From an optimization exercise on the open Yosys and OpenROAD flow, aimed at small area; shortcuts taken in it are not production practice. Only simulation tests tie the RTL to the original design; equivalence was not proved. Power is estimated from default activity; no workload was simulated.

$ cat flow/config.mk
export PLATFORM = sky130hd
export DESIGN_NAME = PKT_Detector
export DESIGN_NICKNAME = PKT_Detector
export VERILOG_FILES = /design/flow/design.v
export SDC_FILE = /design/flow/constraint.sdc
export NUM_CORES = 4
export LEC_CHECK = 0
export ABC_AREA = 1
export CAP_MARGIN = 20
export CORE_MARGIN = 2
export CORE_UTILIZATION = 65
export PLACE_DENSITY = 0.85
export SLEW_MARGIN = 20
$ cat flow/constraint.sdc
create_clock -name core_clock -period 5.0 [get_ports {clk}]
set_input_delay 1.0000 -clock core_clock [delete_from_list [all_inputs] [get_ports {clk}]]
set_output_delay 1.0000 -clock core_clock [all_outputs]
set_load 0.01 [all_outputs]
$ cat flow/design.v
module PKT_Detector #(
    parameter   DATA_WIDTH    = 8   ,
                PKT_CNT_WIDTH = 4   ,
                OUT_PKT_WIDTH = 160
) (
    input   logic                           reset     ,
    input   logic                           clk       ,
    input   logic   [DATA_WIDTH - 1 : 0]    data_in   ,
    input   logic                           dataK     ,
    output  logic   [PKT_CNT_WIDTH - 1 : 0] PKT_count ,
    output  logic   [OUT_PKT_WIDTH - 1 : 0] PKT       ,
    output  logic                           MRd       ,
    output  logic                           MWr       ,
    output  logic                           IORd      ,
    output  logic                           IOWr      ,
    output  logic                           CfgRd0    ,
    output  logic                           CfgWr0    ,
    output  logic                           CfgRd1    ,
    output  logic                           CfgWr1    ,
    output  logic                           Cpl       ,
    output  logic                           Cp1D
);
logic [151:0] dl;
logic [4:0]   cnt;
logic [143:0] body;       
logic         valid_n;    
wire pulse = (cnt == 5'b10000);    
wire idle = (cnt == 5'd0) || pulse;
wire last = (cnt == 5'b00110);
wire good = last && (dl[7:0] == 8'hFD);
wire stp  = idle && (data_in == 8'hFB) && dataK;
logic [151:0] dl_n;
always_ff @(posedge clk) dl_n <= {dl_n[143:0], ~data_in};
assign dl = ~dl_n;
always_ff @(posedge clk or negedge reset) begin
    if (!reset)
        cnt <= 5'd0;
    else
        cnt <= last ? (good ? 5'b10000 : 5'd0) :
               idle ? {4'd0, stp} : {cnt[3:0], cnt[4] ^ cnt[2]};
end
logic [143:0] incoming;
always_comb
    for (int k = 1; k <= 18; k++)
        incoming[8*(k-1) +: 8] = dl[8*(19-k) +: 8];
logic [143:0] body_n;     
always_ff @(posedge clk)
    if (good) body_n <= ~incoming;    
assign body = ~body_n;
always_ff @(posedge clk or negedge reset) begin
    if (!reset) begin
        valid_n   <= 1'b1;
        PKT_count <= '0;
    end else begin
        if (good) begin
            valid_n   <= 1'b0;
            PKT_count <= PKT_count + 4'd1;
        end
    end
end
assign PKT = {!valid_n ? 8'hFD : 8'h00, body & ~{144{valid_n}}, !valid_n ? 8'hFB : 8'h00};
wire [7:0] ty = body[23:16];    
assign MRd    = pulse && ty == 8'h00;
assign MWr    = pulse && ty == 8'h01;
assign IORd   = pulse && ty == 8'h02;
assign IOWr   = pulse && ty == 8'h42;
assign CfgRd0 = pulse && ty == 8'h04;
assign CfgWr0 = pulse && ty == 8'h44;
assign CfgRd1 = pulse && ty == 8'h05;
assign CfgWr1 = pulse && ty == 8'h45;
assign Cpl    = pulse && ty == 8'h0a;
assign Cp1D   = pulse && ty == 8'h4a;
endmodule
$ cat flow/flow/run.sh
#!/bin/bash
# The standard ORFS layout (standard.sh), with these changes:
#  - synthesis maps the logic with a plain area-oriented ABC script (no buffering or
#    upsizing, which the later repair steps redo where needed) and no half/full-adder
#    cells; the registers and their names are those of the standard synthesis;
#  - port buffers are the smallest buffer (buf_1) instead of clkdlybuf4s50_1;
#  - clock tree: clkbuf_8 buffers, sink clusters of up to 22, no dummy loads.
# Each tool's full output stays in orfs/logs/; make's output goes to standard_flow.log.
set -euo pipefail
rm -rf scripts_area
cp -r "$FLOW_HOME/scripts" scripts_area
printf 'strash\ndch\nmap -a\ntopo\n' > scripts_area/abc_area.script
bash standard.sh \
  "SCRIPTS_DIR=$PWD/scripts_area" \
  "ADDER_MAP_FILE=" \
  "BUFFER_PORTS_ARGS=-buffer_cell sky130_fd_sc_hd__buf_1" \
  "CTS_ARGS=-sink_clustering_enable -repair_clock_nets -dont_use_dummy_load -buf_list sky130_fd_sc_hd__clkbuf_8 -sink_clustering_size 22 -sink_clustering_max_diameter 50" \
  finish > standard_flow.log 2>&1
$ cat flow/standard.sh
#!/bin/bash
# synth_recipe.tcl (not shown) runs the flow's synth.tcl, then flattens the netlist and writes it again
# the make line also repeats each setting of config.mk as NAME=value (left out here)
make -C /OpenROAD-flow-scripts/flow DESIGN_CONFIG=/design/flow/config.mk WORK_HOME=/design/flow/orfs CLKGATE_MAP_FILE= SYNTH_SCRIPT=/design/flow/synth_recipe.tcl "${@:-finish}"
==> out/summary.md, run 1 <==
### Outcome
- finished clean — outcome

### Finish
- 0 — ant diodes
- 887 — final cell count without fillers
- 12.4% — Area growth, synth to finish
- 728 — Final nets
- 9650 µm² — post-route design area
- 0.755 — final core utilization
- 0.0350 — fraction of layout cells with a size suffix above 1

### Job
- 0 — max-cap viol count

### Pwr
- 0.018 — combinational share of power
- 0.728 — Seq pwr share
- 353 µV — largest voltage drop on the vdd net
- 391 nW/µm² — power density relative to cell area
- 3050 µW — internal power component
- 0.254 — Clock power frac
- 3780 µW — total chip power
- 0.00350 µW — static leakage
- 0.191 — Switching Fraction
- 723 µW — switching power

### Clocking
- 0 — number of gates given a new drive strength after cts
- sky130_fd_sc_hd__clkbuf_8 — Clk Tree Root Cell
- 3 — clk buf depth
- 18 — clock buffer count from CTS
- 0.49 ns — latest clock arrival within the worst-skew pair
- 0 — Post-CTS Hold Fix Bufs
- 0.12 ns — clock-pin slew on the worst setup and hold paths
- 0 — Post-CTS Setup Inserts
- 306 — CTS sink count
- 1 — maximum level of the CTS H-tree
- built — clock tree from TritonCTS

### Yosys
- 1 — number of warnings reported in the yosys synthesis log
- 144 — number of synthesized flops with an enable pin
- 0.0327 — asr flop ratio synth
- 0.888 — share of synthesized area occupied by flip-flops and latches
- 0.504 — top-area cell type share of the netlist area
- 306 — register bit count reported by yosys
- sky130_fd_sc_hd__edfxtp_1 — largest area contributor in the synthesized netlist
- 527 — cell count after synthesis
- 21 — number of distinct library cells after synthesis
- 16.3 µm² — Post-Syn Area per Cell
- sky130_fd_sc_hd__edfxtp_1, sky130_fd_sc_hd__dfxtp_1, sky130_fd_sc_hd__nor2_1 — top post-synthesis cells by area
- sky130_fd_sc_hd__dfxtp_1 — commonest register cell after synthesis
- 8580 µm² — cell area after technology mapping

### Critical path
- reg2out — Crit Path Category
- 4 — maximum fanout along the worst path
- 0.41 ns — Worst path max stage delay
- 2.25 ns — Data arrival, critical path
- sky130_fd_sc_hd__nor4_1 — Slowest cell on crit path
- primary output — critical path capture point type
- 4.00 ns — CP required
- 6 — Worst Reg2Reg Path Length in Cells
- 2.22 ns — worst setup slack for register-to-register paths
- nor2_1 -> nand3_1 -> clkinv_1 -> nand4_1 -> nor4_1 -> buf_1 — ordered cell list for the critical path
- register — kind of launch point of the worst setup path

### Floorplanning
- 14100 µm² — Total Die Area
- 12800 µm² — area of the core region
- 119 µm — die width
- 0.672 — effective utilization at floorplan
- 41 — placement row count
- 185 — ports placed on the boundary
- 119 µm — Die Span Y

### Timing
- 0 — max-slew violations
- 0.649 — ratio of final minimum period to clock period
- 0 — final count of hold timing violations
- 3.25 ns — fin crit period
- 0 ns — total negative slack for setup checks
- no — RSZ-0062 raised after global routing
- 1.00 ns — actual transition at the worst max-transition pin
- 0.0503 ns — Final Skew
- 0.331 — remaining max-slew budget at the tightest pin
- 0.308 GHz — achievable frequency
- 0 — final-report setup violation count

### GRT
- 114 — largest net degree at the start of global routing
- 0 — number of antenna violations at the first check in global routing
- 4129 — number of global-route vias before repair
- 19900 µm — first-pass GRT wire length
- 0.176 — Global Route Usage Sum
- 0 — aggregate global routing overflow

### Placed design
- 182 — count of buffers inserted at the top-level ports
- 869 — Cell Count Post-Placement
- 9400 µm² — post-placement cell area
- 0.808 — final RePlAce weighted congestion
- 8580 µm — placed wire-length estimate after detailed placement

### Route
- 331 — violation count after the first detailed-route iteration
- 0 — number of antenna-violating nets in the routed design
- 4327 — total number of vias
- 14.5 µm — WL/cell
- 4.88 — Vias/cell
- 4 — first drt pass iteration count
- 12800 µm — wire length reported by the detailed router
- 0 — number of design rule violations left after detail routing

### Worst hold path
- 0 — worst hold stages
- reg2reg — worst min-delay path category

synthesized netlist by cell type, types with 2 or more instances:
cell,instances
sky130_fd_sc_hd__dfrtp_1,9
sky130_fd_sc_hd__nand2_1,2
sky130_fd_sc_hd__or2_2,2
sky130_fd_sc_hd__nand4_1,5
sky130_fd_sc_hd__nand3_1,4
sky130_fd_sc_hd__nor2_1,153
sky130_fd_sc_hd__xnor2_1,2
sky130_fd_sc_hd__dfxtp_1,152
sky130_fd_sc_hd__edfxtp_1,144
sky130_fd_sc_hd__buf_4,15
sky130_fd_sc_hd__a21oi_1,2
sky130_fd_sc_hd__nor4_1,11
sky130_fd_sc_hd__clkinv_1,18
final timing paths:
path                       startpoint         end
max                            cnt[0]      CfgRd0
min                         dl_n[101]   dl_n[109]
max reg2reg                    cnt[4]  body_n[80]
min reg2reg                 dl_n[101]   dl_n[109]
max in group asynchronous       reset     valid_n
min in group asynchronous       reset      cnt[1]
flip-flops by register name, indices dropped and copies added, names as in the netlist:
name,cells
PKT_count,4
body_n,144
cnt,5
dl_n,152
valid_n,1
stage by stage:
step / worst slack (ns) / hold WS (ns)
2_1_floorplan: 0.0251 / 0.323
3_3_place_gp: 2.34 / 0.327
3_5_place_dp: 2.22 / 0.333
4_1_cts: 1.71 / 0.298
5_1_grt: 1.57 / 0.297
6_report: 1.75 / 0.292
cell families after synthesis:
logic type	after synthesis	synth area share
buffers and inverters	34	0.0214
AND/OR/NAND/NOR	179	0.0849
XOR/XNOR	3	0.00306
AO/OA/AOI/OAI	4	0.00248
flip-flops	306	0.888
other	1	0.000437
worst max-delay path, delay by kind of cell (launching register included):
kind / cells / cell delay, ns
AND/OR/NAND/NOR: 4 / 0.99
buffers and inverters: 2 / 0.36
flip-flops: 1 / 0.40
layer usage:
| layer | part of all wire | global-route usage | routed length [µm] | vias to the layer above |
|---|---|---|---|---|
| li1 | - | - | - | 2133 |
| met1 | 0.41 | 0.231 | 5330 | 2013 |
| met2 | 0.50 | 0.301 | 6400 | 170 |
| met3 | 0.076 | 0.0441 | 974 | 11 |
| met4 | 0.010 | 0.0365 | 131 | 0 |
| met5 | 0 | 0 | 0 | - |
layout by cell type, fill, tap and decap left out:
master and n:
sky130_fd_sc_hd__conb_1 2, sky130_fd_sc_hd__inv_6 1, sky130_fd_sc_hd__a21oi_1 2, sky130_fd_sc_hd__xor2_1 1, sky130_fd_sc_hd__clkbuf_8 18, sky130_fd_sc_hd__nor3_1 1
sky130_fd_sc_hd__o21ai_0 1, sky130_fd_sc_hd__nand4_1 5, sky130_fd_sc_hd__edfxtp_1 144, sky130_fd_sc_hd__xnor2_1 2, sky130_fd_sc_hd__nor4_1 11, sky130_fd_sc_hd__clkinv_1 17
sky130_fd_sc_hd__buf_1 182, sky130_fd_sc_hd__dfxtp_1 152, sky130_fd_sc_hd__dfstp_4 1, sky130_fd_sc_hd__nand2_1 2, sky130_fd_sc_hd__nor4b_1 1, sky130_fd_sc_hd__or2_2 2
sky130_fd_sc_hd__buf_4 3, sky130_fd_sc_hd__nand3_1 4, sky130_fd_sc_hd__nor2_1 153, sky130_fd_sc_hd__a31oi_1 1, sky130_fd_sc_hd__dfrtp_1 9
power by group through the flow:
stage          Sequential (µW)  Clock [µW]  Combinational (µW)
6_report                  2750         960                66.4
5_1_grt                   2760        1080                74.3
4_1_cts                   2750         991                66.4
3_5_place_dp              2810           0                66.1
3_3_place_gp              2800           0                56.5
2_1_floorplan             2790           0                46.2
cell type report:
cell class / instances / area (µm²)
multi-input combinational: 188 / 783
inverter: 18 / 72.6
tap: 172 / 215
sequential: 306 / 7620
fill: 810 / 3130
clock buffer: 18 / 248
timing repair buffer: 185 / 706
==> inputs of run 2 (changes only) <==
--- a/flow/flow/run.sh
+++ b/flow/flow/run.sh
@@ -14,5 +14,5 @@
   "SCRIPTS_DIR=$PWD/scripts_area" \
   "ADDER_MAP_FILE=" \
   "BUFFER_PORTS_ARGS=-buffer_cell sky130_fd_sc_hd__buf_1" \
-  "CTS_ARGS=-sink_clustering_enable -repair_clock_nets -dont_use_dummy_load -buf_list sky130_fd_sc_hd__clkbuf_8 -sink_clustering_size 22 -sink_clustering_max_diameter 50" \
+  "CTS_ARGS=-sink_clustering_enable -repair_clock_nets -dont_use_dummy_load -buf_list sky130_fd_sc_hd__clkbuf_8 -sink_clustering_size 22 -sink_clustering_max_diameter 50 -distance_between_buffers 500 -branching_point_buffers_distance 500" \
   finish > standard_flow.log 2>&1
==> run 2 against run 1 <==
  * Clock-buffer cell count did not move
  * Fmax did not move
  * Combinational power barely moved
  * Worst setup slack did not move
  * Synthesized cell count did not move
  * Clock skew did not move
  * Via count did not move
  * Critical path depth did not move
  * Die area did not move
  * Area after synthesis did not move
  * Sequential share of layout area did not move
  * Global-route usage did not move
==> out/summary.md, run 2 <==
### Route
- 4 — first drt pass iteration count, unchanged
- 12800 µm — wire length reported by the detailed router, unchanged
- 4.88 — Vias/cell, unchanged
- 4327 — total number of vias, unchanged
- 14.5 µm — WL/cell, unchanged
- 0 — number of antenna-violating nets in the routed design, unchanged
- 0 — number of design rule violations left after detail routing, unchanged
- 331 — violation count after the first detailed-route iteration, unchanged

### Outcome
- finished clean — outcome

### Critical path
- 2.22 ns — worst setup slack for register-to-register paths, about the same
- 2.25 ns — Data arrival, critical path, about the same
- 4 — maximum fanout along the worst path, unchanged
- 4.00 ns — CP required, about the same
- primary output — critical path capture point type
- reg2out — Crit Path Category
- register — kind of launch point of the worst setup path

### Timing
- 0 — final count of hold timing violations, unchanged
- 3.25 ns — fin crit period, unchanged
- 0 — final-report setup violation count, unchanged
- 1.00 ns — actual transition at the worst max-transition pin, unchanged
- 0 — max-slew violations, unchanged
- 0.308 GHz — achievable frequency, unchanged
- 0 ns — total negative slack for setup checks, unchanged
- 0.0503 ns — Final Skew, unchanged
- 1.75 ns — worst-case setup margin in the final layout, unchanged
- no — RSZ-0062 raised after global routing
- 0.649 — ratio of final minimum period to clock period, unchanged
- 0.331 — remaining max-slew budget at the tightest pin, unchanged

### Job
- 0 — max-cap viol count, unchanged

### Clocking
- 1 — maximum level of the CTS H-tree, unchanged
- built — clock tree from TritonCTS
- 3 — clk buf depth, unchanged
- 306 — CTS sink count, unchanged
- 0 — Post-CTS Hold Fix Bufs, unchanged
- 0.12 ns — clock-pin slew on the worst setup and hold paths, about the same
- 18 — clock buffer count from CTS, unchanged
- 0.49 ns — latest clock arrival within the worst-skew pair, about the same
- 0 — Post-CTS Setup Inserts, unchanged
- 0 — number of gates given a new drive strength after cts, unchanged
- sky130_fd_sc_hd__clkbuf_8 — Clk Tree Root Cell

### Pwr
- 723 µW — switching power, unchanged
- 0.191 — Switching Fraction, unchanged
- 353 µV — largest voltage drop on the vdd net, unchanged
- 3050 µW — internal power component, unchanged
- 0.00350 µW — static leakage, unchanged
- 0.728 — Seq pwr share, about the same
- 391 nW/µm² — power density relative to cell area, unchanged
- 0.254 — Clock power frac, about the same
- 0.018 — combinational share of power, about the same

### Floorplanning
- 12800 µm² — area of the core region, unchanged
- 119 µm — die width, unchanged
- 41 — placement row count, unchanged
- 185 — ports placed on the boundary, unchanged
- 14100 µm² — Total Die Area, unchanged
- 0.672 — effective utilization at floorplan, unchanged
- 119 µm — Die Span Y, unchanged

### Yosys
- 144 — number of synthesized flops with an enable pin, unchanged
- 306 — register bit count reported by yosys, unchanged
- 0.504 — top-area cell type share of the netlist area, unchanged
- 16.3 µm² — Post-Syn Area per Cell, unchanged
- 1 — number of warnings reported in the yosys synthesis log, unchanged
- sky130_fd_sc_hd__edfxtp_1 — largest area contributor in the synthesized netlist
- 527 — cell count after synthesis, unchanged
- sky130_fd_sc_hd__edfxtp_1, sky130_fd_sc_hd__dfxtp_1, sky130_fd_sc_hd__nor2_1 — top post-synthesis cells by area
- 8580 µm² — cell area after technology mapping, unchanged
- sky130_fd_sc_hd__nor2_1 — most instantiated library cell after synthesis
- 21 — number of distinct library cells after synthesis, unchanged
- sky130_fd_sc_hd__nor2_1, sky130_fd_sc_hd__dfxtp_1, sky130_fd_sc_hd__edfxtp_1, sky130_fd_sc_hd__clkinv_1, sky130_fd_sc_hd__buf_4 — commonest cells in the netlist
- 0.888 — share of synthesized area occupied by flip-flops and latches, unchanged
- sky130_fd_sc_hd__dfxtp_1 — commonest register cell after synthesis
- 0.0327 — asr flop ratio synth, unchanged

### Finish
- 728 — Final nets, unchanged
- 810 — Filler Cell Count, unchanged
- 0 — ant diodes, unchanged
- 7620 µm² — area occupied by registers, unchanged
- 0.0350 — fraction of layout cells with a size suffix above 1, unchanged
- 152 — max FFs per register, unchanged
- dl_n — register bank with the most flops
- sky130_fd_sc_hd__buf_1, sky130_fd_sc_hd__nor2_1, sky130_fd_sc_hd__dfxtp_1 — most frequent cells in the layout
- sky130_fd_sc_hd__buf_1 — leading cell type in the layout, fill and taps excluded
- 783 µm² — multi-input gate area in the final layout, unchanged
- dl_n x152, body_n x144, cnt x5 — Top Registers
- 12.4% — Area growth, synth to finish, unchanged

### Placed design
- 0.808 — final RePlAce weighted congestion, unchanged
- 8580 µm — placed wire-length estimate after detailed placement, unchanged
- 2.22 ns — worst-case setup slack after placement, unchanged
- 182 — count of buffers inserted at the top-level ports, unchanged

### GRT
- 0 — number of antenna violations at the first check in global routing, unchanged
- 19900 µm — first-pass GRT wire length, unchanged
- 0 — aggregate global routing overflow, unchanged
- 4129 — number of global-route vias before repair, unchanged
- 114 — largest net degree at the start of global routing, unchanged
- 0.176 — Global Route Usage Sum, unchanged

### Worst hold path
- reg2reg — worst min-delay path category

==> run 2: cell counts after synthesis <==
No cell type changed its count.
==> run 2: routing by layer <==
layer / up-vias / share of wire / track usage
li1: 2133 / - / -
met1: 2013 / 0.41 / 0.231
met2: 170 / 0.50 / 0.301
met3: 11 / 0.076 / 0.0441
met4: 0 / 0.010 / 0.0365
met5: - / 0 / 0
==> run 2: layout make-up <==
class	instances	share of cell area
clock buffers	18	0.0257
inverters	18	0.00752
multi-input cells	188	0.0812
flip-flops and latches	306	0.790
well taps	172	0.0223
repair buffers	185	0.0732
==> run 2: metrics by stage <==
stage          hold WS [ns]  power, µW  cell area [µm²]  instances   util
2_1_floorplan         0.323       2830             8590        528      -
3_3_place_gp          0.327       2850             9400        869  0.736
3_5_place_dp          0.333       2870             9400        869  0.736
4_1_cts               0.298       3810             9650        887  0.755
5_1_grt               0.297       3910             9650        887  0.755
6_report              0.292       3780             9650        887  0.755
==> run 2: path summary, 6_finish.rpt <==
path                           start  cells past startpoint    endpoint
min in group asynchronous      reset                      1      cnt[1]
max in group asynchronous      reset                      1     valid_n
hold reg to reg            dl_n[101]                      0   dl_n[109]
hold / removal             dl_n[101]                      0   dl_n[109]
setup / recovery              cnt[0]                      6      CfgRd0
setup reg to reg              cnt[4]                      6  body_n[80]
==> run 2: power by group through the flow <==
| stage | Clock, µW | Combinational (µW) | Sequential, µW |
|---|---|---|---|
| final | 960 | 66.4 | 2750 |
| after global routing | 1080 | 74.3 | 2760 |
| after CTS | 991 | 66.4 | 2750 |
| after detailed placement | 0 | 66.1 | 2810 |
| after global placement | 0 | 56.5 | 2800 |
| after floorplan | 0 | 46.2 | 2790 |
==> run 2: worst max-delay path: stages, from the launching register on <==
cell	delay [ns]
sky130_fd_sc_hd__dfrtp_1	0.40
sky130_fd_sc_hd__nor2_1	0.15
sky130_fd_sc_hd__nand3_1	0.25
sky130_fd_sc_hd__clkinv_1	0.16
sky130_fd_sc_hd__nand4_1	0.18
sky130_fd_sc_hd__nor4_1	0.41
sky130_fd_sc_hd__buf_1	0.20
==> run 2: cell families (layout without fill, tap and decap cells) <==
family / Yosys count / in the layout / synth area share
xor+xnor: 3 / 3 / 0.00306
flops: 306 / 306 / 0.888
buf+inv: 34 / 221 / 0.0214
compound gates: 4 / 4 / 0.00248
other cells: 1 / 2 / 0.000437
simple gates: 179 / 179 / 0.0849
==> inputs of run 3 (changes only) <==
--- a/flow/flow/run.sh
+++ b/flow/flow/run.sh
@@ -14,5 +14,5 @@
   "SCRIPTS_DIR=$PWD/scripts_area" \
   "ADDER_MAP_FILE=" \
   "BUFFER_PORTS_ARGS=-buffer_cell sky130_fd_sc_hd__buf_1" \
-  "CTS_ARGS=-sink_clustering_enable -repair_clock_nets -dont_use_dummy_load -buf_list sky130_fd_sc_hd__clkbuf_8 -sink_clustering_size 22 -sink_clustering_max_diameter 50 -distance_between_buffers 500 -branching_point_buffers_distance 500" \
+  "CTS_ARGS=-sink_clustering_enable -repair_clock_nets -dont_use_dummy_load -buf_list sky130_fd_sc_hd__clkbuf_8 -root_buf sky130_fd_sc_hd__clkbuf_4 -tree_buf sky130_fd_sc_hd__clkbuf_8 -sink_clustering_size 22 -sink_clustering_max_diameter 50" \
   finish > standard_flow.log 2>&1
==> run 3 against run 2 <==
  * Via count is 1.2% higher
  * Still clean on timing, DRC and antenna
  * Non-clock buffer count stayed put
  * Clock-buffer cell count stayed put
  * Synthesized cell count stayed put
  * Critical path depth stayed put
  * First-iteration DRC count is 1.2% lower
  * Final cell count stayed put
  * Critical endpoint unchanged
  * Largest cell class unchanged
  * Cell area is 0.19% lower
  * Fmax is 3.0% lower
  * Clock skew is 0.0013 ns higher
==> out/summary.md, run 3 <==
### Floorplanning
- 41 — placement row count, unchanged
- 0.672 — effective utilization at floorplan, unchanged
- 14100 µm² — Total Die Area, unchanged
- 185 — ports placed on the boundary, unchanged
- 12800 µm² — area of the core region, unchanged
- 119 µm — die width, unchanged
- 119 µm — Die Span Y, unchanged

### Yosys
- 527 — cell count after synthesis, unchanged
- 8580 µm² — cell area after technology mapping, unchanged
- 0 — adder-cell share of the synthesized area, unchanged
- 144 — number of synthesized flops with an enable pin, unchanged
- 1 — number of warnings reported in the yosys synthesis log, unchanged
- 16.3 µm² — Post-Syn Area per Cell, unchanged
- 0.0849 — fraction of the mapped netlist area in simple logic gates, unchanged
- 0.00306 — post-synthesis xor/xnor area fraction, unchanged
- 0.00248 — area fraction in compound gates after synthesis, unchanged
- sky130_fd_sc_hd__edfxtp_1 — largest area contributor in the synthesized netlist
- 21 — number of distinct library cells after synthesis, unchanged
- 0.504 — top-area cell type share of the netlist area, unchanged
- 306 — register bit count reported by yosys, unchanged
- sky130_fd_sc_hd__dfxtp_1 — commonest register cell after synthesis
- sky130_fd_sc_hd__nor2_1, sky130_fd_sc_hd__dfxtp_1, sky130_fd_sc_hd__edfxtp_1, sky130_fd_sc_hd__clkinv_1, sky130_fd_sc_hd__buf_4 — commonest cells in the netlist
- sky130_fd_sc_hd__nor2_1 — most instantiated library cell after synthesis
- simple AND/OR/NAND/NOR gates — combinational family with the most area after synthesis
- sky130_fd_sc_hd__edfxtp_1, sky130_fd_sc_hd__dfxtp_1, sky130_fd_sc_hd__nor2_1 — top post-synthesis cells by area
- 0.0327 — asr flop ratio synth, unchanged
- 0.888 — share of synthesized area occupied by flip-flops and latches, unchanged
- 0 — mux contribution to synthesized area, unchanged

### Clocking
- 18 — clock buffer count from CTS, unchanged
- 0 — Post-CTS Setup Inserts, unchanged
- 0.58 ns — latest clock arrival within the worst-skew pair, +0.09 ns
- 306 — CTS sink count, unchanged
- 1 — maximum level of the CTS H-tree, unchanged
- 0.12 ns — clock-pin slew on the worst setup and hold paths, about the same
- 0 — Post-CTS Hold Fix Bufs, unchanged
- sky130_fd_sc_hd__clkbuf_4 — Clk Tree Root Cell
- built — clock tree from TritonCTS
- 3 — clk buf depth, unchanged
- 0 — number of gates given a new drive strength after cts, unchanged

### Critical path
- cnt[0] — startpoint of the most critical setup path
- simple AND/OR/NAND/NOR gates — cell family with most CP delay
- 0.42 ns — Worst path max stage delay, about the same
- 2 — buffers and inverters on the worst path, unchanged
- sky130_fd_sc_hd__nor4_1 — Slowest cell on crit path
- 2.35 ns — Data arrival, critical path, +0.10 ns
- cnt[4] — beginning of the worst register-to-register path
- reg2out — Crit Path Category
- 4.00 ns — CP required, about the same
- nor2_1 -> nand3_1 -> clkinv_1 -> nand4_1 -> nor4_1 -> buf_1 — ordered cell list for the critical path
- primary output — critical path capture point type
- 4 — maximum fanout along the worst path, unchanged
- register — kind of launch point of the worst setup path
- 6 — Worst Reg2Reg Path Length in Cells, unchanged
- 6 — critical path depth in cells, unchanged

### Timing
- 0.299 GHz — achievable frequency, -3.0%
- no — RSZ-0062 raised after global routing
- 3.35 ns — fin crit period, +0.101 ns
- 0.0516 ns — Final Skew, +0.00130 ns
- 0 ns — total negative slack for setup checks, unchanged
- 0 — max-slew violations, unchanged
- 1.00 ns — actual transition at the worst max-transition pin, -0.00392 ns
- 1.65 ns — worst-case setup margin in the final layout, -0.101 ns
- 0 — final-report setup violation count, unchanged
- 0.333 — remaining max-slew budget at the tightest pin, +0.00261
- 0 — final count of hold timing violations, unchanged
- 0.670 — ratio of final minimum period to clock period, +0.0202

### Pwr
- 389 nW/µm² — power density relative to cell area, -0.68%
- 351 µV — largest voltage drop on the vdd net, -0.65%
- 0.00350 µW — static leakage, -0.22%
- 3740 µW — total chip power, -0.87%

### Route
- 4379 — total number of vias, +1.2%
- 327 — violation count after the first detailed-route iteration, -1.2%
- 4 — first drt pass iteration count, unchanged
- 12900 µm — wire length reported by the detailed router, +0.12%
- 0 — number of antenna-violating nets in the routed design, unchanged
- 14.5 µm — WL/cell, +0.12%
- 4.94 — Vias/cell, +1.2%
- 0 — number of design rule violations left after detail routing, unchanged

### Finish
- 814 — Filler Cell Count, +0.49%
- 152 — max FFs per register, unchanged
- 0.0350 — fraction of layout cells with a size suffix above 1, unchanged
- 0.754 — final core utilization, -0.00147
- dl_n — register bank with the most flops
- dl_n x152, body_n x144, cnt x5 — Top Registers
- 0 — ant diodes, unchanged
- sky130_fd_sc_hd__buf_1, sky130_fd_sc_hd__nor2_1, sky130_fd_sc_hd__dfxtp_1 — most frequent cells in the layout
- 728 — Final nets, unchanged
- 12.2% — Area growth, synth to finish
- sky130_fd_sc_hd__buf_1 — leading cell type in the layout, fill and taps excluded

### Placed design
- 2.22 ns — worst-case setup slack after placement, unchanged
- 8580 µm — placed wire-length estimate after detailed placement, unchanged
- 0.808 — final RePlAce weighted congestion, unchanged
- 182 — count of buffers inserted at the top-level ports, unchanged

### Worst hold path
- 0 — worst hold stages, unchanged
- dl_n[101] — hold wc startpoint
- reg2reg — worst min-delay path category

### Job
- 0 — max-cap viol count, unchanged

### GRT
- 0.176 — Global Route Usage Sum, -0.000319
- 114 — largest net degree at the start of global routing, unchanged
- 0 — number of antenna violations at the first check in global routing, unchanged
- 0 — aggregate global routing overflow, unchanged
- 19900 µm — first-pass GRT wire length, about the same
- 4126 — number of global-route vias before repair, -0.073%

### Outcome
- finished clean — outcome

==> run 3: cell count changes in the layout (fill, tap and decap cells not counted) <==
cell                       before  now
sky130_fd_sc_hd__clkbuf_4       0    3
sky130_fd_sc_hd__clkbuf_8      18   15
==> run 3: cell families after synthesis <==
kind of cell,Yosys count
AO/OA/AOI/OAI,4
XOR/XNOR,3
buffers and inverters,34
flip-flops,306
other,1
AND/OR/NAND/NOR,179
==> run 3: stage by stage <==
step	cells	hold slack, ns	cell area (µm²)
after floorplan	528	0.323	8590
after global placement	869	0.327	9400
after detailed placement	869	0.333	9400
after CTS	887	0.298	9630
after global routing	887	0.297	9630
final	887	0.293	9630
==> run 3: worst paths after layout <==
| check | to | slack [ns] |
|---|---|---|
| max in group asynchronous | valid_n | 4.26 |
| min in group asynchronous | PKT_count[1] | 0.37 |
| setup reg to reg | body_n[60] | 2.23 |
| setup / recovery | CfgRd0 | 1.65 |
| hold reg to reg | dl_n[109] | 0.29 |
| hold / removal | dl_n[109] | 0.29 |
==> run 3: final cells by class <==
cell class	instances	area (µm²)	area share
sequential	306	7620	0.792
inverter	18	72.6	0.00754
tap	172	215	0.0224
timing repair buffer	185	706	0.0733
clock buffer	18	229	0.0238
multi-input combinational	188	783	0.0814
==> run 3: where the power goes <==
part           switching (µW)  leakage, µW  total, µW  internal, µW
registers                46.4      0.00270       2750          2700
logic                    45.3     0.000669       66.6          21.3
clock network             628     0.000122        926           298
==> run 3: layer usage <==
layer | GRT usage | part of all wire
met1 | 0.231 | 0.41
met2 | 0.301 | 0.50
met3 | 0.0426 | 0.077
met4 | 0.0365 | 0.010
met5 | 0 | 0
==> run 3: worst reg2reg max path, cell delays in order, from the launching register on <==
cell and delay [ns]:
sky130_fd_sc_hd__dfrtp_1 0.50, sky130_fd_sc_hd__nor2_1 0.17, sky130_fd_sc_hd__nand3_1 0.10, sky130_fd_sc_hd__clkinv_1 0.11
sky130_fd_sc_hd__nand3_1 0.20, sky130_fd_sc_hd__inv_6 0.72, sky130_fd_sc_hd__buf_4 0.60
==> inputs of run 4 (changes only) <==
--- a/flow/flow/run.sh
+++ b/flow/flow/run.sh
@@ -14,5 +14,5 @@
   "SCRIPTS_DIR=$PWD/scripts_area" \
   "ADDER_MAP_FILE=" \
   "BUFFER_PORTS_ARGS=-buffer_cell sky130_fd_sc_hd__buf_1" \
-  "CTS_ARGS=-sink_clustering_enable -repair_clock_nets -dont_use_dummy_load -buf_list sky130_fd_sc_hd__clkbuf_8 -root_buf sky130_fd_sc_hd__clkbuf_4 -tree_buf sky130_fd_sc_hd__clkbuf_8 -sink_clustering_size 22 -sink_clustering_max_diameter 50" \
+  "CTS_ARGS=-sink_clustering_enable -repair_clock_nets -dont_use_dummy_load -buf_list sky130_fd_sc_hd__clkbuf_8 -root_buf sky130_fd_sc_hd__clkbuf_4 -tree_buf sky130_fd_sc_hd__clkbuf_4 -sink_clustering_size 22 -sink_clustering_max_diameter 45" \
   finish > standard_flow.log 2>&1
==> run 4 against run 3 <==
  * Combinational power barely moved
  * Utilization up 0.32 points
  * Critical path depth decreased by 3
  * Critical endpoint is now PKT[94]
  * Area after synthesis stayed put
  * Die area stayed put
  * Final cell count up 0.34%
  * Highest routed layer unchanged
  * Worst hold slack got worse by 0.022 ns
  * Sequential share of layout area decreased by 0.34 points
  * Clock-buffer cell count is 3 higher
==> out/summary.md, run 4 <==
### Floorplanning
- 185 — ports placed on the boundary, unchanged
- 119 µm — die width, unchanged
- 12800 µm² — area of the core region, unchanged
- 41 — placement row count, unchanged
- 119 µm — Die Span Y, unchanged
- 0.672 — effective utilization at floorplan, unchanged
- 14100 µm² — Total Die Area, unchanged

### Yosys
- 21 — number of distinct library cells after synthesis, unchanged
- 527 — cell count after synthesis, unchanged
- 8580 µm² — cell area after technology mapping, unchanged
- 0.504 — top-area cell type share of the netlist area, unchanged
- sky130_fd_sc_hd__nor2_1 — most instantiated library cell after synthesis
- 0.888 — share of synthesized area occupied by flip-flops and latches, unchanged
- sky130_fd_sc_hd__dfxtp_1 — commonest register cell after synthesis
- sky130_fd_sc_hd__edfxtp_1, sky130_fd_sc_hd__dfxtp_1, sky130_fd_sc_hd__nor2_1 — top post-synthesis cells by area
- 1 — number of warnings reported in the yosys synthesis log, unchanged
- 16.3 µm² — Post-Syn Area per Cell, unchanged
- 144 — number of synthesized flops with an enable pin, unchanged
- sky130_fd_sc_hd__edfxtp_1 — largest area contributor in the synthesized netlist
- sky130_fd_sc_hd__nor2_1, sky130_fd_sc_hd__dfxtp_1, sky130_fd_sc_hd__edfxtp_1, sky130_fd_sc_hd__clkinv_1, sky130_fd_sc_hd__buf_4 — commonest cells in the netlist
- 306 — register bit count reported by yosys, unchanged
- 0.0327 — asr flop ratio synth, unchanged

### Clocking
- 0 — Post-CTS Hold Fix Bufs, unchanged
- 306 — CTS sink count, unchanged
- 21 — clock buffer count from CTS, +3
- 0 — number of gates given a new drive strength after cts, unchanged
- 3 — clk buf depth, unchanged
- 1 — maximum level of the CTS H-tree, unchanged
- 0 — Post-CTS Setup Inserts, unchanged
- built — clock tree from TritonCTS
- 0.62 ns — latest clock arrival within the worst-skew pair, +0.04 ns
- 0.12 ns — clock-pin slew on the worst setup and hold paths, about the same
- sky130_fd_sc_hd__clkbuf_4 — Clk Tree Root Cell

### Critical path
- reg2out — Crit Path Category
- 2 — buffers and inverters on the worst path, unchanged
- buf_4 -> nor2_1 -> buf_1 — ordered cell list for the critical path
- register — kind of launch point of the worst setup path
- 0.94 ns — Worst path max stage delay, +0.52 ns
- flip-flops — cell family with most CP delay
- 2.37 ns — Data arrival, critical path, +0.02 ns
- 51 — maximum fanout along the worst path, +47
- valid_n — startpoint of the most critical setup path
- 4.00 ns — CP required, about the same
- cnt[4] — beginning of the worst register-to-register path
- sky130_fd_sc_hd__dfstp_4 — Slowest cell on crit path
- primary output — critical path capture point type

### Job
- 0 — max-cap viol count, unchanged

### Finish
- 0.0390 — fraction of layout cells with a size suffix above 1, +0.00403
- 12.7% — Area growth, synth to finish
- dl_n x152, body_n x144, cnt x5 — Top Registers
- dl_n — register bank with the most flops
- 783 µm² — multi-input gate area in the final layout, unchanged
- sky130_fd_sc_hd__buf_1 — leading cell type in the layout, fill and taps excluded
- 152 — max FFs per register, unchanged
- 0 — ant diodes, unchanged
- 731 — Final nets, +0.41%
- 801 — Filler Cell Count, -1.6%
- 7620 µm² — area occupied by registers, unchanged
- sky130_fd_sc_hd__buf_1, sky130_fd_sc_hd__nor2_1, sky130_fd_sc_hd__dfxtp_1 — most frequent cells in the layout
- 0.757 — final core utilization, +0.00323

### Route
- 12900 µm — wire length reported by the detailed router, +0.29%
- 4 — first drt pass iteration count, unchanged
- 4399 — total number of vias, +0.46%
- 293 — violation count after the first detailed-route iteration, -10%
- 0 — number of design rule violations left after detail routing, unchanged
- 0 — number of antenna-violating nets in the routed design, unchanged
- 4.94 — Vias/cell, +0.12%
- 14.5 µm — WL/cell, about the same

### Pwr
- 0.00352 µW — static leakage, +0.62%
- 300 µV — largest voltage drop on the vdd net, -14%
- 393 nW/µm² — power density relative to cell area, +1.2%

### Timing
- 0.319 — remaining max-slew budget at the tightest pin, -0.0144
- 0 — final-report setup violation count, unchanged
- 0 ns — total negative slack for setup checks, unchanged
- 0 — max-slew violations, unchanged
- no — RSZ-0062 raised after global routing
- 0 — final count of hold timing violations, unchanged
- 3.37 ns — fin crit period, +0.0254 ns
- 0.296 GHz — achievable frequency, -0.75%
- 1.02 ns — actual transition at the worst max-transition pin, +0.0216 ns
- 0.675 — ratio of final minimum period to clock period, +0.00508
- 0.0716 ns — Final Skew, +0.0200 ns

### Placed design
- 182 — count of buffers inserted at the top-level ports, unchanged
- 0.808 — final RePlAce weighted congestion, unchanged
- 8580 µm — placed wire-length estimate after detailed placement, unchanged

### Worst hold path
- reg2reg — worst min-delay path category
- dl_n[34] — hold wc startpoint

### Outcome
- finished clean — outcome

### GRT
- 20000 µm — first-pass GRT wire length, +0.17%
- 114 — largest net degree at the start of global routing, unchanged
- 0 — aggregate global routing overflow, unchanged
- 0 — number of antenna violations at the first check in global routing, unchanged
- 0.178 — Global Route Usage Sum, +0.00195
- 4151 — number of global-route vias before repair, +0.61%

[run 4: cell counts after synthesis]
Identical to the previous run, type by type.
[run 4: through the flow]
| stage | area (µm²) | instances | setup slack (ns) | total power [µW] | hold slack (ns) |
|---|---|---|---|---|---|
| after floorplan | 8590 | 528 | 0.0251 | 2830 | 0.323 |
| after global placement | 9400 | 869 | 2.34 | 2850 | 0.327 |
| after detailed placement | 9400 | 869 | 2.22 | 2870 | 0.333 |
| after CTS | 9670 | 890 | 1.57 | 3830 | 0.267 |
| after global routing | 9670 | 890 | 1.41 | 3940 | 0.277 |
| final | 9670 | 890 | 1.63 | 3800 | 0.271 |
[run 4: logic make-up after synthesis]
| family | after synthesis | synth area share |
|---|---|---|
| and+or+nand+nor | 179 | 0.0849 |
| other | 1 | 0.000437 |
| buffers and inverters | 34 | 0.0214 |
| AOI/OAI and AO/OA | 4 | 0.00248 |
| DFF | 306 | 0.888 |
| xor gates and xnor gates | 3 | 0.00306 |
[run 4: path summary, 6_finish.rpt]
check | endpoint | slack (ns) | cells after the start
max | PKT[94] | 1.63 | 3
min | dl_n[42] | 0.27 | 0
max reg2reg | body_n[55] | 2.20 | 6
min reg2reg | dl_n[42] | 0.27 | 0
max in group asynchronous | PKT_count[1] | 4.30 | 1
min in group asynchronous | PKT_count[2] | 0.32 | 1
[run 4: cell type report]
type / instances / share of cell area
Clock buffer: 21 / 0.0280
Inverter: 18 / 0.00751
Multi-Input combinational cell: 188 / 0.0810
Sequential cell: 306 / 0.788
Tap cell: 172 / 0.0223
Timing Repair Buffer: 185 / 0.0730
[run 4: worst register-to-register path: cells and delay by family, from the launching register on]
family,cells,cell delay [ns]
buffers and inverters,3,1.42
DFF,1,0.50
and+or+nand+nor,3,0.47
[run 4: routing by layer]
| metal | track usage | part of all wire | vias up |
|---|---|---|---|
| met5 | 0 | 0 | - |
| met4 | 0.0461 | 0.016 | 0 |
| met3 | 0.0436 | 0.078 | 19 |
| met2 | 0.305 | 0.50 | 188 |
| met1 | 0.229 | 0.41 | 2054 |
| li1 | - | - | 2138 |
[run 4: report_power, final]
group | leakage (µW) | switching [µW] | internal, µW
clock network | 0.000143 | 638 | 348
registers | 0.00270 | 46.8 | 2700
logic | 0.000669 | 45.5 | 21.3
==> inputs of run 5 (changes only) <==
--- a/flow/flow/run.sh
+++ b/flow/flow/run.sh
@@ -14,5 +14,5 @@
   "SCRIPTS_DIR=$PWD/scripts_area" \
   "ADDER_MAP_FILE=" \
   "BUFFER_PORTS_ARGS=-buffer_cell sky130_fd_sc_hd__buf_1" \
-  "CTS_ARGS=-sink_clustering_enable -repair_clock_nets -dont_use_dummy_load -buf_list sky130_fd_sc_hd__clkbuf_8 -root_buf sky130_fd_sc_hd__clkbuf_4 -tree_buf sky130_fd_sc_hd__clkbuf_4 -sink_clustering_size 22 -sink_clustering_max_diameter 45" \
+  "CTS_ARGS=-sink_clustering_enable -repair_clock_nets -dont_use_dummy_load -buf_list sky130_fd_sc_hd__clkbuf_8 -root_buf sky130_fd_sc_hd__clkbuf_4 -tree_buf sky130_fd_sc_hd__clkbuf_4 -sink_clustering_size 22 -sink_clustering_max_diameter 50" \
   finish > standard_flow.log 2>&1
==> run 5 against run 4 <==
  * Still clean
  * Power is 1.6% lower
  * Critical endpoint is now CfgRd0
  * Final cell count fell by 0.34%
  * Worst hold slack improved by 0.022 ns
  * Sequential power about the same
  * Fmax up 0.76%
  * Cell area shrank 0.43%
==> out/summary.md, run 5 <==
### Yosys
- 144 — number of synthesized flops with an enable pin, unchanged
- 0.504 — top-area cell type share of the netlist area, unchanged
- sky130_fd_sc_hd__nor2_1 — most instantiated library cell after synthesis
- 1 — number of warnings reported in the yosys synthesis log, unchanged
- 0.888 — share of synthesized area occupied by flip-flops and latches, unchanged
- sky130_fd_sc_hd__edfxtp_1 — largest area contributor in the synthesized netlist
- 527 — cell count after synthesis, unchanged
- 306 — register bit count reported by yosys, unchanged
- sky130_fd_sc_hd__dfxtp_1 — commonest register cell after synthesis
- 0.0327 — asr flop ratio synth, unchanged
- sky130_fd_sc_hd__nor2_1, sky130_fd_sc_hd__dfxtp_1, sky130_fd_sc_hd__edfxtp_1, sky130_fd_sc_hd__clkinv_1, sky130_fd_sc_hd__buf_4 — commonest cells in the netlist
- 8580 µm² — cell area after technology mapping, unchanged
- 21 — number of distinct library cells after synthesis, unchanged
- 16.3 µm² — Post-Syn Area per Cell, unchanged
- sky130_fd_sc_hd__edfxtp_1, sky130_fd_sc_hd__dfxtp_1, sky130_fd_sc_hd__nor2_1 — top post-synthesis cells by area

### Route
- 6410 µm — detailed-routed wire length on met2, +0.50%
- met4 — highest metal layer used by the detailed router
- 0 — number of antenna-violating nets in the routed design, unchanged
- 4 — first drt pass iteration count, unchanged
- 4.94 — Vias/cell, -0.12%
- 995 µm — met3 WL, -1.6%
- 12900 µm — wire length reported by the detailed router, -0.29%
- 5310 µm — wire length on met1, +0.43%
- 0 — number of design rule violations left after detail routing, unchanged
- 4379 — total number of vias, -0.45%
- 327 — violation count after the first detailed-route iteration, +12%
- 14.5 µm — WL/cell, about the same

### Timing
- no — RSZ-0062 raised after global routing
- 0.0516 ns — Final Skew, -0.0200 ns
- 1.00 ns — actual transition at the worst max-transition pin, -0.0216 ns
- 0.299 GHz — achievable frequency, +0.76%
- 0 — final count of hold timing violations, unchanged
- 3.35 ns — fin crit period, -0.0254 ns
- 0 — final-report setup violation count, unchanged
- 0.670 — ratio of final minimum period to clock period, -0.00508
- 1.65 ns — worst-case setup margin in the final layout, +0.0254 ns
- 0.333 — remaining max-slew budget at the tightest pin, +0.0144
- 0 ns — total negative slack for setup checks, unchanged
- 0 — max-slew violations, unchanged

### GRT
- 4126 — number of global-route vias before repair, -0.60%
- 0.176 — Global Route Usage Sum, -0.00195
- 114 — largest net degree at the start of global routing, unchanged
- 0 — aggregate global routing overflow, unchanged
- 19900 µm — first-pass GRT wire length, -0.17%
- 0 — number of antenna violations at the first check in global routing, unchanged

### Finish
- sky130_fd_sc_hd__buf_1, sky130_fd_sc_hd__nor2_1, sky130_fd_sc_hd__dfxtp_1 — most frequent cells in the layout
- 152 — max FFs per register, unchanged
- 12.2% — Area growth, synth to finish
- 0 — ant diodes, unchanged
- 728 — Final nets, -0.41%
- sky130_fd_sc_hd__buf_1 — leading cell type in the layout, fill and taps excluded
- dl_n x152, body_n x144, cnt x5 — Top Registers
- 0.0350 — fraction of layout cells with a size suffix above 1, -0.00403
- 0.754 — final core utilization, -0.00323
- dl_n — register bank with the most flops
- 814 — Filler Cell Count, +1.6%

### Critical path
- 6 — Worst Reg2Reg Path Length in Cells, unchanged
- reg2out — Crit Path Category
- 4 — maximum fanout along the worst path, -92%
- cnt[4] — beginning of the worst register-to-register path
- 2.35 ns — Data arrival, critical path, -0.02 ns
- body_n[60] — worst reg2reg path endpoint
- 2.23 ns — worst setup slack for register-to-register paths, +0.03 ns
- register — kind of launch point of the worst setup path
- 4.00 ns — CP required, about the same
- primary output — critical path capture point type

### Floorplanning
- 14100 µm² — Total Die Area, unchanged
- 12800 µm² — area of the core region, unchanged
- 119 µm — Die Span Y, unchanged
- 185 — ports placed on the boundary, unchanged
- 0.672 — effective utilization at floorplan, unchanged
- 41 — placement row count, unchanged
- 119 µm — die width, unchanged

### Worst hold path
- 0 — worst hold stages, unchanged
- dl_n[101] — hold wc startpoint
- reg2reg — worst min-delay path category
- dl_n[109] — Hold Crit Endpoint

### Clocking
- 0 — Post-CTS Setup Inserts, unchanged
- 1 — maximum level of the CTS H-tree, unchanged
- 0.12 ns — clock-pin slew on the worst setup and hold paths, about the same
- built — clock tree from TritonCTS
- 0.58 ns — latest clock arrival within the worst-skew pair, -0.04 ns
- sky130_fd_sc_hd__clkbuf_4 — Clk Tree Root Cell
- 3 — clk buf depth, unchanged
- 0 — number of gates given a new drive strength after cts, unchanged
- 306 — CTS sink count, unchanged
- 18 — clock buffer count from CTS, -14%
- 0 — Post-CTS Hold Fix Bufs, unchanged

### Pwr
- 389 nW/µm² — power density relative to cell area, -1.2%
- 0.00350 µW — static leakage, -0.61%
- 351 µV — largest voltage drop on the vdd net, +17%

### Outcome
- finished clean — outcome

### Placed design
- 0.808 — final RePlAce weighted congestion, unchanged
- 182 — count of buffers inserted at the top-level ports, unchanged
- 8580 µm — placed wire-length estimate after detailed placement, unchanged
- 2.22 ns — worst-case setup slack after placement, unchanged

### Job
- 0 — max-cap viol count, unchanged

run 5: routing by layer:
layer,up-vias,global-route usage
met5,-,0
met4,0,0.0365
met2,180,0.301
met3,11,0.0426
li1,2135,-
met1,2053,0.231
run 5: logic make-up (layout without fill, tap and decap cells):
family          after synthesis  after routing  synth area share
simple gates                179            179            0.0849
xor+xnor                      3              3           0.00306
other cells                   1              2          0.000437
compound gates                4              4           0.00248
buf+inv                      34            221            0.0214
flops                       306            306             0.888
run 5: critical path, cell delays in order, from the launching register on:
cell,delay (ns)
sky130_fd_sc_hd__dfrtp_1,0.41
sky130_fd_sc_hd__nor2_1,0.16
sky130_fd_sc_hd__nand3_1,0.24
sky130_fd_sc_hd__clkinv_1,0.15
sky130_fd_sc_hd__nand4_1,0.20
sky130_fd_sc_hd__nor4_1,0.42
sky130_fd_sc_hd__buf_1,0.20
run 5: how the worst max path moves through the flow:
stage            endpoint  startpoint  cells after the start  slack (ns)
2_1_floorplan      cnt[4]      cnt[2]                      7        0.03
3_3_place_gp      PKT[93]     valid_n                      3        2.34
3_5_place_dp   body_n[47]      cnt[4]                      6        2.22
4_1_cts           PKT[94]     valid_n                      3        1.60
5_1_grt           PKT[94]     valid_n                      3        1.46
6_report           CfgRd0      cnt[0]                      6        1.65
run 5: report_power, final:
part           switching (µW)  internal [µW]
Combinational            45.3           21.3
Sequential               46.4           2700
Clock                     628            298
Total                     720           3020
run 5: layout make-up:
class,instances,area [µm²],share of cell area
multi-input combinational,188,783,0.0814
sequential,306,7620,0.792
inverter,18,72.6,0.00754
timing repair buffer,185,706,0.0733
tap,172,215,0.0224
clock buffer,18,229,0.0238
run 5: through the flow:
stage                     std cells  instance area [µm²]  hold WS (ns)  total power, µW
after floorplan                 528                 8590         0.323             2830
after CTS                       887                 9630         0.298             3770
after global routing            887                 9630         0.297             3880
after detailed placement        869                 9400         0.333             2870
final                           887                 9630         0.293             3740
after global placement          869                 9400         0.327             2850

-- what the ideal ports hide --
How much do the figures lean on ideal ports? The routed layouts below were timed once more, with nothing changed but the port constraints. Step 1, drivers: a clkbuf_16 drives clk and a buf_2 each remaining input, both assumed. Step 2 adds t to the input delays and takes it off the output delays; t is the mean of the earliest and latest rising clock arrival at the registers after step 1. Input paths then give back, and output paths get back, about the clock's delay inside the block. Three values: ideal, step 1, step 2; two values: the first two.
| run | shift t [ns] | setup WS [ns] | latest minus earliest clock arrival (ns) |
|---|---|---|---|
| run 1 | 0.500 | 1.753 / 1.723 / 2.223 | 0.052 / 0.052 |
| run 2 | 0.500 | 1.753 / 1.723 / 2.223 | 0.052 / 0.052 |
| run 3 | 0.580 | 1.652 / 1.624 / 2.204 | 0.055 / 0.054 |
| run 4 | 0.612 | 1.627 / 1.599 / 2.203 | 0.072 / 0.072 |
| run 5 | 0.580 | 1.652 / 1.624 / 2.204 | 0.055 / 0.054 |
After both steps setup and hold are still met in every run listed.
